Source: an optimization exercise on an open RTL-to-GDS flow (aim: small area). Production flows keep margins and buffers that such runs may drop. Only simulation tests tie the RTL to the original design; equivalence was not proved. No driver is modelled on the clock port, so clocking that relies on it looks cheaper here than on a real chip. Power is estimated from default activity; no workload was simulated.

== try-delta ==
Design TOP_VIEW, start of the top module:
module TOP_VIEW#(parameter alu_width =16)
(
  input wire [alu_width-1:0]    A,B,
  input wire                    clk,rst,
  input wire [3:0]              alu_fun,
  output wire                   arith_flag,carry_out,logic_flag,comp_flag,shift_flag,
  output wire [alu_width-1:0]   arith_out,logic_out,comp_out,shift_out
  );
Size in the first run: roughly 890 cells after synthesis, about 52 flip-flops.
==> flow/config.mk <==
export PLATFORM = sky130hd
export DESIGN_NAME = TOP_VIEW
export DESIGN_NICKNAME = TOP_VIEW
export VERILOG_FILES = /design/flow/design.v
export SDC_FILE = /design/flow/constraint.sdc
export NUM_CORES = 4
export LEC_CHECK = 0
export CAP_MARGIN = 5
export CORE_MARGIN = 2
export CORE_UTILIZATION = 40
export CTS_BUF_LIST = sky130_fd_sc_hd__clkbuf_8
export SLEW_MARGIN = 5
==> flow/constraint.sdc <==
create_clock -name core_clock -period 36.0 [get_ports {clk}]
set_input_delay 7.2000 -clock core_clock [delete_from_list [all_inputs] [get_ports {clk}]]
set_output_delay 7.2000 -clock core_clock [all_outputs]
set_load 0.01 [all_outputs]
standard.sh (not shown) runs the stock make flow with config.mk's settings and CLKGATE_MAP_FILE= SYNTH_SCRIPT=/design/flow/synth_recipe.tcl, a recipe that flattens the netlist after the stock synthesis.
==> flow/flow/run.sh <==
#!/bin/bash
# Layout flow: the standard flow (standard.sh) with these changes.
#  - Synthesis is the standard flow's synthesis script, except that ABC maps the logic
#    with the area-oriented script flow/abc_area.script instead of ORFS's
#    default.  ABC does not touch registers, so they are the same as in the
#    standard synthesis.
#  - The array's cells (modules ALU_CELL*, ALU_SEL*) keep their hierarchy
#    through ABC, so each is mapped on its own; the standard flow's synthesis script
#    flattens the netlist before the layout as usual.
#  - After synthesis, flow/fa_pins.py reconnects full adders whose ripple
#    carry came in at A or B so that it comes in at CIN, the fastest input
#    (a full adder's function is symmetric in its inputs).
#  - Port buffers are sky130_fd_sc_hd__buf_1; the resizer still sizes them
#    up where timing or slew needs it.
#  - After clock tree synthesis, flow/post_cts.tcl downsizes gates with
#    timing slack to spare (power recovery) and repairs slew again.
# Each tool's output goes to a log file in this folder.
set -euo pipefail
HERE=$(pwd)
FLOWDIR=$HERE/flow

# ORFS's synth.tcl with the abc call replaced
sed 's#^\(\s*\)log_cmd abc {\*}$abc_args$#\1log_cmd abc -script '"$FLOWDIR"'/abc_area.script {*}$lib_args {*}$lib_dont_use_args#' \
  "$FLOW_HOME/scripts/synth.tcl" > "$HERE/synth_area.tcl"
grep -q "abc_area.script {\*}\$lib_args" "$HERE/synth_area.tcl"

# The standard flow's synthesis script, sourcing that copy
sed 's#^source \$::env(SCRIPTS_DIR)/synth.tcl$#source '"$HERE"'/synth_area.tcl#' \
  "$HERE/synth_recipe.tcl" > "$HERE/synth_recipe_area.tcl"
grep -q "synth_area.tcl" "$HERE/synth_recipe_area.tcl"

# standard.sh, using that synthesis script
sed 's#SYNTH_SCRIPT=[^ ]*synth_recipe.tcl#SYNTH_SCRIPT='"$HERE"'/synth_recipe_area.tcl#' \
  "$HERE/standard.sh" > "$HERE/standard_area.sh"
grep -q "synth_recipe_area.tcl" "$HERE/standard_area.sh"

# the modules named ALU_CELL* and ALU_SEL* in the design
export SYNTH_KEEP_MODULES="$(sed -n 's/^\s*module\s\+\(ALU_\(CELL\|SEL\)\w*\).*/\1/p' "$FLOW_DESIGN" | sort -u | tr '\n' ' ')"
echo "SYNTH_KEEP_MODULES=$SYNTH_KEEP_MODULES" > "$HERE/keep_modules.log"
export BUFFER_PORTS_ARGS="-buffer_cell sky130_fd_sc_hd__buf_1"
export POST_CTS_TCL="$FLOWDIR/post_cts.tcl"

RESULTS=$HERE/orfs/results/$FLOW_PLATFORM/TOP_VIEW/base
bash "$HERE/standard_area.sh" "$RESULTS/1_2_yosys.v" > "$HERE/flow_synth.log" 2>&1
python3 "$FLOWDIR/fa_pins.py" "$RESULTS/1_2_yosys.v" > "$HERE/fa_pins.log" 2>&1
bash "$HERE/standard_area.sh" > "$HERE/flow.log" 2>&1
==> flow/flow/post_cts.tcl <==
# Sourced by ORFS's cts.tcl at its end (POST_CTS_TCL): recover area from
# gates that the repair made larger than their timing needs, then repair
# slew and capacitance again and legalize.  The global-route step repairs
# timing again with routing parasitics.
log_cmd estimate_parasitics -placement
log_cmd repair_timing -recover_power 100 -match_cell_footprint -verbose
log_cmd repair_design -slew_margin $::env(SLEW_MARGIN) -cap_margin $::env(CAP_MARGIN) -match_cell_footprint -verbose
log_cmd detailed_placement
check_placement -verbose
Other scripts of this flow, unchanged in this note and not shown: flow/flow/abc_area.script, flow/flow/fa_pins.py
Relative to try-delta, the following input files were edited for try-quartz:
# try-delta
export LEC_CHECK = 0
export CAP_MARGIN = 5
export CORE_MARGIN = 2
export CORE_UTILIZATION = 40
export CTS_BUF_LIST = sky130_fd_sc_hd__clkbuf_8
export SLEW_MARGIN = 5
create_clock -name core_clock -period 36.0 [get_ports {clk}]
# try-quartz
export LEC_CHECK = 0
export CAP_MARGIN = 5
export CORE_MARGIN = 2
export CORE_UTILIZATION = 50
export CTS_BUF_LIST = sky130_fd_sc_hd__clkbuf_8
export PLACE_DENSITY = 0.7
export SLEW_MARGIN = 5
create_clock -name core_clock -period 36.0 [get_ports {clk}]
-- flow/flow/run.sh --
<<< try-delta, line 14
#    up where timing or slew needs it.
#  - After clock tree synthesis, flow/post_cts.tcl downsizes gates with
#    timing slack to spare (power recovery) and repairs slew again.
# Each tool's output goes to a log file in this folder.
>>> try-quartz, line 14
#    up where timing or slew needs it.
#  - After global routing, ORFS's power recovery (RECOVER_POWER) downsizes
#    gates off the critical paths.
# Each tool's output goes to a log file in this folder.
<<< try-delta, line 40
export BUFFER_PORTS_ARGS="-buffer_cell sky130_fd_sc_hd__buf_1"
export POST_CTS_TCL="$FLOWDIR/post_cts.tcl"

>>> try-quartz, line 40
export BUFFER_PORTS_ARGS="-buffer_cell sky130_fd_sc_hd__buf_1"
export RECOVER_POWER=100

removed: flow/flow/post_cts.tcl
--- outcome ---
Every stage of try-quartz finished as expected; the final checks, on the other hand, flagged capacitance limit, slew limit, which means the layout fails. try-quartz vs try-delta, power per unit of standard cell area went down by 3.4%. try-quartz against try-delta: layout buffering overhead excluding clock cells grew by 0.18 points; standby leakage power held steady; highest cell delay on the worst timing path grew by 0.05 ns; worst max-slew margin expressed relative to the limit shrank by 53 points.
[inputs] try-willow vs try-quartz
# try-quartz
export LEC_CHECK = 0
export CAP_MARGIN = 5
export CORE_MARGIN = 2
export CORE_UTILIZATION = 50
export CTS_BUF_LIST = sky130_fd_sc_hd__clkbuf_8
export PLACE_DENSITY = 0.7
export SLEW_MARGIN = 5
create_clock -name core_clock -period 36.0 [get_ports {clk}]
# try-willow
export LEC_CHECK = 0
export CAP_MARGIN = 5
export CORE_MARGIN = 2
export CORE_UTILIZATION = 40
export CTS_BUF_LIST = sky130_fd_sc_hd__clkbuf_8
export SLEW_MARGIN = 5
create_clock -name core_clock -period 36.0 [get_ports {clk}]
-- flow/flow/run.sh --
<<< try-quartz, line 3
#  - Synthesis is the standard flow's synthesis script, except that ABC maps the logic
#    with the area-oriented script flow/abc_area.script instead of ORFS's
#    default.  ABC does not touch registers, so they are the same as in the
#    standard synthesis.
#  - The array's cells (modules ALU_CELL*, ALU_SEL*) keep their hierarchy
#    through ABC, so each is mapped on its own; the standard flow's synthesis script
#    flattens the netlist before the layout as usual.
#  - After synthesis, flow/fa_pins.py reconnects full adders whose ripple
>>> try-willow, line 3
#  - Synthesis is the standard flow's synthesis script, except that ABC maps the logic
#    with area-oriented scripts instead of ORFS's default: the logic unit
#    (module LOGIC_UNIT) with flow/abc_logic.script, the rest with
#    flow/abc_area.script.  ABC does not touch registers, so they are the
#    same as in the standard synthesis.
#  - The array's cells (modules ALU_CELL*, ALU_SEL*) and LOGIC_UNIT keep
#    their hierarchy through ABC, so each is mapped on its own; the standard flow's
#    synthesis script flattens the netlist before the layout as usual.
#  - After synthesis, flow/fa_pins.py reconnects full adders whose ripple
<<< try-quartz, line 21

# ORFS's synth.tcl with the abc call replaced
sed 's#^\(\s*\)log_cmd abc {\*}$abc_args$#\1log_cmd abc -script '"$FLOWDIR"'/abc_area.script {*}$lib_args {*}$lib_dont_use_args#' \
  "$FLOW_HOME/scripts/synth.tcl" > "$HERE/synth_area.tcl"
grep -q "abc_area.script {\*}\$lib_args" "$HERE/synth_area.tcl"
>>> try-willow, line 22

# ORFS's synth.tcl with the abc call replaced by two
ABC1="log_cmd abc -script $FLOWDIR/abc_logic.script {*}\$lib_args {*}\$lib_dont_use_args LOGIC_UNIT"
ABC2="log_cmd abc -script $FLOWDIR/abc_area.script {*}\$lib_args {*}\$lib_dont_use_args * LOGIC_UNIT %d"
sed 's#^\(\s*\)log_cmd abc {\*}$abc_args$#\1'"$ABC1"'\n\1'"$ABC2"'#' \
  "$FLOW_HOME/scripts/synth.tcl" > "$HERE/synth_area.tcl"
grep -q "abc_logic.script {\*}\$lib_args" "$HERE/synth_area.tcl"
grep -q "abc_area.script {\*}\$lib_args" "$HERE/synth_area.tcl"
<<< try-quartz, line 36

# the modules named ALU_CELL* and ALU_SEL* in the design
export SYNTH_KEEP_MODULES="$(sed -n 's/^\s*module\s\+\(ALU_\(CELL\|SEL\)\w*\).*/\1/p' "$FLOW_DESIGN" | sort -u | tr '\n' ' ')"
echo "SYNTH_KEEP_MODULES=$SYNTH_KEEP_MODULES" > "$HERE/keep_modules.log"
>>> try-willow, line 40

# the modules named ALU_CELL* and ALU_SEL* in the design, and LOGIC_UNIT
export SYNTH_KEEP_MODULES="$(sed -n 's/^\s*module\s\+\(ALU_\(CELL\|SEL\)\w*\).*/\1/p' "$FLOW_DESIGN" | sort -u | tr '\n' ' ')LOGIC_UNIT"
echo "SYNTH_KEEP_MODULES=$SYNTH_KEEP_MODULES" > "$HERE/keep_modules.log"
==> flow/flow/abc_logic.script (new file) <==
strash; dch; map -a; topo
Results
Status for try-willow and try-quartz: no clean run. What the final checks of try-willow revealed, after a flow that finished every stage, was a layout that fails on capacitance limit, slew limit. try-willow against try-quartz: net switching component of the power now smaller, worst path setup slack after routing now smaller. Between try-willow and try-quartz, the die boundary height is lower for try-quartz. In the reports for try-willow and try-quartz, the larger synthesized cell count belongs to try-quartz. try-willow -> try-quartz: total number of cells along the worst setup path delta 0, exact match. Going from try-quartz to try-willow, non-clock buffer count grew by a few percent. Compare try-willow and try-quartz | number of tap cells added at floorplan lower: try-quartz.
Changes in try-zinc relative to try-willow:
# try-willow
export LEC_CHECK = 0
export CAP_MARGIN = 5
export CORE_MARGIN = 2
export CORE_UTILIZATION = 40
export CTS_BUF_LIST = sky130_fd_sc_hd__clkbuf_8
export SLEW_MARGIN = 5
create_clock -name core_clock -period 36.0 [get_ports {clk}]
# try-zinc
export LEC_CHECK = 0
export CAP_MARGIN = 5
export CORE_MARGIN = 2
export CORE_UTILIZATION = 60
export CTS_BUF_LIST = sky130_fd_sc_hd__clkbuf_8
export SLEW_MARGIN = 5
create_clock -name core_clock -period 36.0 [get_ports {clk}]
==> flow/flow/run.sh <==
#!/bin/bash
# Layout flow: the standard flow (standard.sh) with these changes.
#  - Synthesis is the standard flow's synthesis script, except that ABC maps the logic
#    with the area-oriented script flow/abc_area.script instead of ORFS's
#    default.  ABC does not touch registers, so they are the same as in the
#    standard synthesis.
#  - The array's cells (modules ALU_CELL*, ALU_SEL*) keep their hierarchy
#    through ABC, so each is mapped on its own; the standard flow's synthesis script
#    flattens the netlist before the layout as usual.
#  - After synthesis, flow/fa_pins.py reconnects full adders whose ripple
#    carry came in at A or B so that it comes in at CIN, the fastest input
#    (a full adder's function is symmetric in its inputs).
#  - Port buffers are sky130_fd_sc_hd__buf_1; the resizer still sizes them
#    up where timing or slew needs it.
#  - After global routing, ORFS's power recovery (RECOVER_POWER) downsizes
#    gates off the critical paths.
# Each tool's output goes to a log file in this folder.
set -euo pipefail
HERE=$(pwd)
FLOWDIR=$HERE/flow

# ORFS's synth.tcl with the abc call replaced
sed 's#^\(\s*\)log_cmd abc {\*}$abc_args$#\1log_cmd abc -script '"$FLOWDIR"'/abc_area.script {*}$lib_args {*}$lib_dont_use_args#' \
  "$FLOW_HOME/scripts/synth.tcl" > "$HERE/synth_area.tcl"
grep -q "abc_area.script {\*}\$lib_args" "$HERE/synth_area.tcl"

# The standard flow's synthesis script, sourcing that copy
sed 's#^source \$::env(SCRIPTS_DIR)/synth.tcl$#source '"$HERE"'/synth_area.tcl#' \
  "$HERE/synth_recipe.tcl" > "$HERE/synth_recipe_area.tcl"
grep -q "synth_area.tcl" "$HERE/synth_recipe_area.tcl"

# standard.sh, using that synthesis script
sed 's#SYNTH_SCRIPT=[^ ]*synth_recipe.tcl#SYNTH_SCRIPT='"$HERE"'/synth_recipe_area.tcl#' \
  "$HERE/standard.sh" > "$HERE/standard_area.sh"
grep -q "synth_recipe_area.tcl" "$HERE/standard_area.sh"

# the modules named ALU_CELL* and ALU_SEL* in the design
export SYNTH_KEEP_MODULES="$(sed -n 's/^\s*module\s\+\(ALU_\(CELL\|SEL\)\w*\).*/\1/p' "$FLOW_DESIGN" | sort -u | tr '\n' ' ')"
echo "SYNTH_KEEP_MODULES=$SYNTH_KEEP_MODULES" > "$HERE/keep_modules.log"
export BUFFER_PORTS_ARGS="-buffer_cell sky130_fd_sc_hd__buf_1"
export RECOVER_POWER=100

RESULTS=$HERE/orfs/results/$FLOW_PLATFORM/TOP_VIEW/base
bash "$HERE/standard_area.sh" "$RESULTS/1_2_yosys.v" > "$HERE/flow_synth.log" 2>&1
python3 "$FLOWDIR/fa_pins.py" "$RESULTS/1_2_yosys.v" > "$HERE/fa_pins.log" 2>&1
bash "$HERE/standard_area.sh" > "$HERE/flow.log" 2>&1
removed: flow/flow/abc_logic.script
## What came out
try-zinc went all the way through the flow, and no timing, DRC or antenna check failed.
try-willow -> try-zinc: detailed-route via count increased by more than 10%
Per the comparison of try-zinc with try-willow, first-pass GRT wire length moved up; initial standard-cell utilization of the core moved up; fmax level; minimum clock period moved up.
try-zinc vs try-willow: number of ordinary and repair buffers in the finished layout down by a few percent
#### Input delta (try-yarrow over try-zinc)
# try-zinc
export LEC_CHECK = 0
export CAP_MARGIN = 5
export CORE_MARGIN = 2
export CORE_UTILIZATION = 60
export CTS_BUF_LIST = sky130_fd_sc_hd__clkbuf_8
export SLEW_MARGIN = 5
create_clock -name core_clock -period 36.0 [get_ports {clk}]
# try-yarrow
export LEC_CHECK = 0
export CAP_MARGIN = 5
export CORE_MARGIN = 2
export CORE_UTILIZATION = 40
export CTS_BUF_LIST = sky130_fd_sc_hd__clkbuf_8
export GPL_TIMING_DRIVEN = 0
export SLEW_MARGIN = 5
create_clock -name core_clock -period 36.0 [get_ports {clk}]
==> flow/flow/run.sh <==
#!/bin/bash
# Layout flow: the standard flow (standard.sh), with these changes.
#  - Synthesis is the standard flow's synthesis script, except that ABC maps the logic
#    with the area-oriented script in flow/abc_area.script instead of
#    ORFS's default.  Registers are untouched by ABC, so they are the same
#    as in the standard synthesis.
#  - The array's cells (modules ALU_CELL*, ALU_SEL*) keep their hierarchy
#    through ABC, so each is mapped on its own; the netlist is flattened
#    before the layout as usual.
#  - After synthesis, flow/fa_pins.py reconnects full adders whose ripple
#    carry came in at A or B so that it comes in at CIN, the fastest input
#    (the full adder's function is symmetric in its inputs).
#  - Port buffers are sky130_fd_sc_hd__buf_1; the resizer still sizes them
#    up where timing or slew needs it.
# Each tool's output goes to a log file in this folder.
set -euo pipefail
HERE=$(pwd)
FLOWDIR=$HERE/flow

# ORFS's synth.tcl with the abc call replaced
sed 's#^\(\s*\)log_cmd abc {\*}$abc_args$#\1log_cmd abc -script '"$FLOWDIR"'/abc_area.script {*}$lib_args {*}$lib_dont_use_args#' \
  "$FLOW_HOME/scripts/synth.tcl" > "$HERE/synth_area.tcl"
grep -q "abc_area.script {\*}\$lib_args" "$HERE/synth_area.tcl"

# The standard flow's synthesis script, sourcing that copy
sed 's#^source \$::env(SCRIPTS_DIR)/synth.tcl$#source '"$HERE"'/synth_area.tcl#' \
  "$HERE/synth_recipe.tcl" > "$HERE/synth_recipe_area.tcl"
grep -q "synth_area.tcl" "$HERE/synth_recipe_area.tcl"

# standard.sh, using that synthesis script
sed 's#SYNTH_SCRIPT=[^ ]*synth_recipe.tcl#SYNTH_SCRIPT='"$HERE"'/synth_recipe_area.tcl#' \
  "$HERE/standard.sh" > "$HERE/standard_area.sh"
grep -q "synth_recipe_area.tcl" "$HERE/standard_area.sh"

export BUFFER_PORTS_ARGS="-buffer_cell sky130_fd_sc_hd__buf_1"
# the modules named ALU_CELL* and ALU_SEL* in the design
export SYNTH_KEEP_MODULES="$(sed -n 's/^\s*module\s\+\(ALU_\(CELL\|SEL\)\w*\).*/\1/p' "$FLOW_DESIGN" | sort -u | tr '\n' ' ')"
echo "SYNTH_KEEP_MODULES=$SYNTH_KEEP_MODULES" > "$HERE/keep_modules.log"
RESULTS=$HERE/orfs/results/$FLOW_PLATFORM/TOP_VIEW/base
bash "$HERE/standard_area.sh" "$RESULTS/1_2_yosys.v" > "$HERE/flow_synth.log" 2>&1
python3 "$FLOWDIR/fa_pins.py" "$RESULTS/1_2_yosys.v" > "$HERE/fa_pins.log" 2>&1
bash "$HERE/standard_area.sh" > "$HERE/flow.log" 2>&1
Notes after the runs:
- Per the comparison of try-yarrow with try-zinc, power dropped 4.4%; count of plain and timing-repair buffers in the layout saw a decrease; clock-pin slew on the worst setup and hold paths ~0 delta.
- Summary: with try-zinc as the reference, number of instances in the placed design in try-yarrow moved up by a few percent.

## re-timing with driven ports
No port has a modelled driver above. Below, the same layouts with a new extraction and two added sets of constraints. Step 1 assumes that a clkbuf_16 drives the clock port and a buf_2 every other input. Step 2 moves the port delays by t, midway between the first and last clock arrival at a register: inputs arrive t later, outputs are due t later. That takes back most of the time a late clock gives input paths. a / b / c = ideal / step 1 / step 2; a / b = the first two.
run	t (ns)	slack for setup (ns)	latest minus earliest clock arrival (ns)	worst data-port slew with drivers (ns)	cell pins on the clock port's net
try-delta	0.331	0.660 / 0.633 / 0.884	0.009 / 0.009	0.05	1
try-quartz	0.338	0.773 / 0.742 / 0.774	0.013 / 0.013	0.04	1
try-willow	0.338	0.705 / 0.674 / 0.901	0.007 / 0.007	0.04	1
try-zinc	0.340	0.655 / 0.620 / 0.615	0.005 / 0.006	0.04	1
try-yarrow	0.342	0.553 / 0.524 / 0.588	0.010 / 0.011	0.04	1
For try-zinc, which loses most, drivers alone change the setup slack by -0.035 ns; drivers and shift together by -0.040 ns.
